Source: an optimization exercise on an open RTL-to-GDS flow (aim: small area). Production flows keep margins and buffers that such runs may drop.
Only simulation tests tie the RTL to the original design; equivalence was not proved.

==> inputs of 03-12 <==
// gpio_axil
module gpio_axil #
(
    parameter NUM_GPIO = 32,  
    parameter AXIL_ADDR_WIDTH = 16,
    parameter AXIL_ADDR_BASE = 0,
    parameter RB_NEXT_PTR = 0
)
(
    input  wire                         clk,
    input  wire                         rst,
    input  wire [AXIL_ADDR_WIDTH-1:0]   s_axil_awaddr,
    input  wire [2:0]                   s_axil_awprot,
    input  wire                         s_axil_awvalid,
    output wire                         s_axil_awready,
    input  wire [31:0]                  s_axil_wdata,
    input  wire [3:0]                   s_axil_wstrb,
    input  wire                         s_axil_wvalid,
    output wire                         s_axil_wready,
    output wire [1:0]                   s_axil_bresp,
    output wire                         s_axil_bvalid,
    input  wire                         s_axil_bready,
    input  wire [AXIL_ADDR_WIDTH-1:0]   s_axil_araddr,
    input  wire [2:0]                   s_axil_arprot,
    input  wire                         s_axil_arvalid,
    output wire                         s_axil_arready,
    output wire [31:0]                  s_axil_rdata,
  ...
clock: 5.0 ns
lec_check: 0
cap_margin: 20
core_margin: 2
core_utilization: 57
slew_margin: 20
synth_hierarchical: 1
standard.sh (not shown) runs the stock make flow with config.mk's settings and CLKGATE_MAP_FILE= SYNTH_SCRIPT=/design/flow/synth_recipe.tcl, a recipe that flattens the netlist after the stock synthesis.
==> flow/flow/run.sh <==
#!/bin/bash
# Standard layout, except: combinational cells start at their smallest drive
# strength, the ports get the smallest buffer, and the clock tree uses
# larger leaf clusters.
set -o pipefail
here=$(cd "$(dirname "$0")" && pwd)
bash standard.sh \
  "PRE_FLOORPLAN_TCL=$here/downsize.tcl" \
  "BUFFER_PORTS_ARGS=-buffer_cell sky130_fd_sc_hd__buf_1" \
  "CTS_ARGS=-sink_clustering_enable -repair_clock_nets -dont_use_dummy_load -buf_list sky130_fd_sc_hd__clkbuf_8 -sink_clustering_size 16 -sink_clustering_max_diameter 60" \
  finish > standard.log 2>&1
==> flow/flow/downsize.tcl <==
# Before floorplanning: put every combinational cell at the smallest drive
# strength of its function. The repairs later in the flow size up whatever
# timing, slew or capacitance needs.
set ds_dont_use $::env(DONT_USE_CELLS)
set ds_count 0
foreach inst [get_cells *] {
  set master [get_property $inst ref_name]
  if {![regexp {^(sky130_fd_sc_hd__[a-z0-9]+)_([0-9]+)$} $master -> base drive]} { continue }
  if {[regexp {__(df|edf|sdf|dl|conb|tap|fill|decap|clk)} $base]} { continue }
  set best $master
  set best_area [get_property [lindex [get_lib_cells */$master] 0] area]
  foreach cand [get_lib_cells */${base}_*] {
    set cname [get_name $cand]
    if {![regexp "^${base}_\[0-9\]+\$" $cname]} { continue }
    if {[lsearch -exact $ds_dont_use $cname] >= 0} { continue }
    set a [get_property $cand area]
    if {$a < $best_area - 1e-6} { set best $cname; set best_area $a }
  }
  if {$best ne $master} {
    replace_cell $inst [lindex [get_lib_cells */$best] 0]
    incr ds_count
  }
}
puts "downsize: $ds_count cells set to their smallest drive strength"
==> inputs of 10-11, as changes to 03-12 <==
--- a/flow/flow/run.sh
+++ b/flow/flow/run.sh
@@ -8,4 +8,4 @@
   "PRE_FLOORPLAN_TCL=$here/downsize.tcl" \
   "BUFFER_PORTS_ARGS=-buffer_cell sky130_fd_sc_hd__buf_1" \
-  "CTS_ARGS=-sink_clustering_enable -repair_clock_nets -dont_use_dummy_load -buf_list sky130_fd_sc_hd__clkbuf_8 -sink_clustering_size 16 -sink_clustering_max_diameter 60" \
+  "CTS_ARGS=-sink_clustering_enable -repair_clock_nets -dont_use_dummy_load -buf_list sky130_fd_sc_hd__clkbuf_8 -sink_clustering_size 20 -sink_clustering_max_diameter 50" \
   finish > standard.log 2>&1
- CORE_UTILIZATION: 57 -> 50
==> results.toml <==
[die]
start_util = 0.5099

[layout]
nFillCells = 1888
clkbuf_count = 29
area_share_nonclk_buffers = 0.07567

[pwr]
power_frac_clock = 0.332
power.density_mw_per_mm2 = 315.0

[setup_path]
r2r_slack_ps = 2080

[run_status]
run_status = "timing/DRC/antenna clean"

[grt]
grt_pass1_vias = 9127

[placement]
hpwl_um = 23070
post-place-ws_ps = 1062

[hold_path]
holdCritStartpoint = "irq_status_summary_last[30]"
That was 10-11.
==> results.toml <==
[grt]
grt_pass1_vias = 9073

[pwr]
power_frac_clock = 0.309

[run_status]
run_status = "timing/DRC/antenna clean"

[placement]
hpwl_um = 22060
post-place-ws_ps = 1194

[hold_path]
holdCritStartpoint = "irq_status_summary_last[9]"

[layout]
clkbuf_count = 23
nFillCells = 1579
That was 03-12.

==> afterwards: timing with drivers on the ports <==
Ports are ideal in the flow. The routed layouts listed here were re-timed in OpenROAD. Step 1 sets driving cells, clkbuf_16 on the clock port and buf_2 on the other inputs (assumed; they add their load-dependent delay and slew). Step 2, shift: input delay + t, output delay - t, t = (earliest + latest rising clock arrival at the registers) / 2. This alone moves slack from input paths to output paths. Three values: no drivers, after step 1, after step 2; two values: the first two.
run	t, ns	setup WS [ns]	worst slew at a driven data input, ns
03-12	0.589	1.546 / 1.504 / 1.077	0.08
10-11	0.615	1.558 / 1.515 / 1.074	0.08
After both steps setup and hold are still met in every run listed. For 10-11, which loses most, drivers alone change the setup slack by -0.043 ns; drivers and shift together by -0.484 ns.
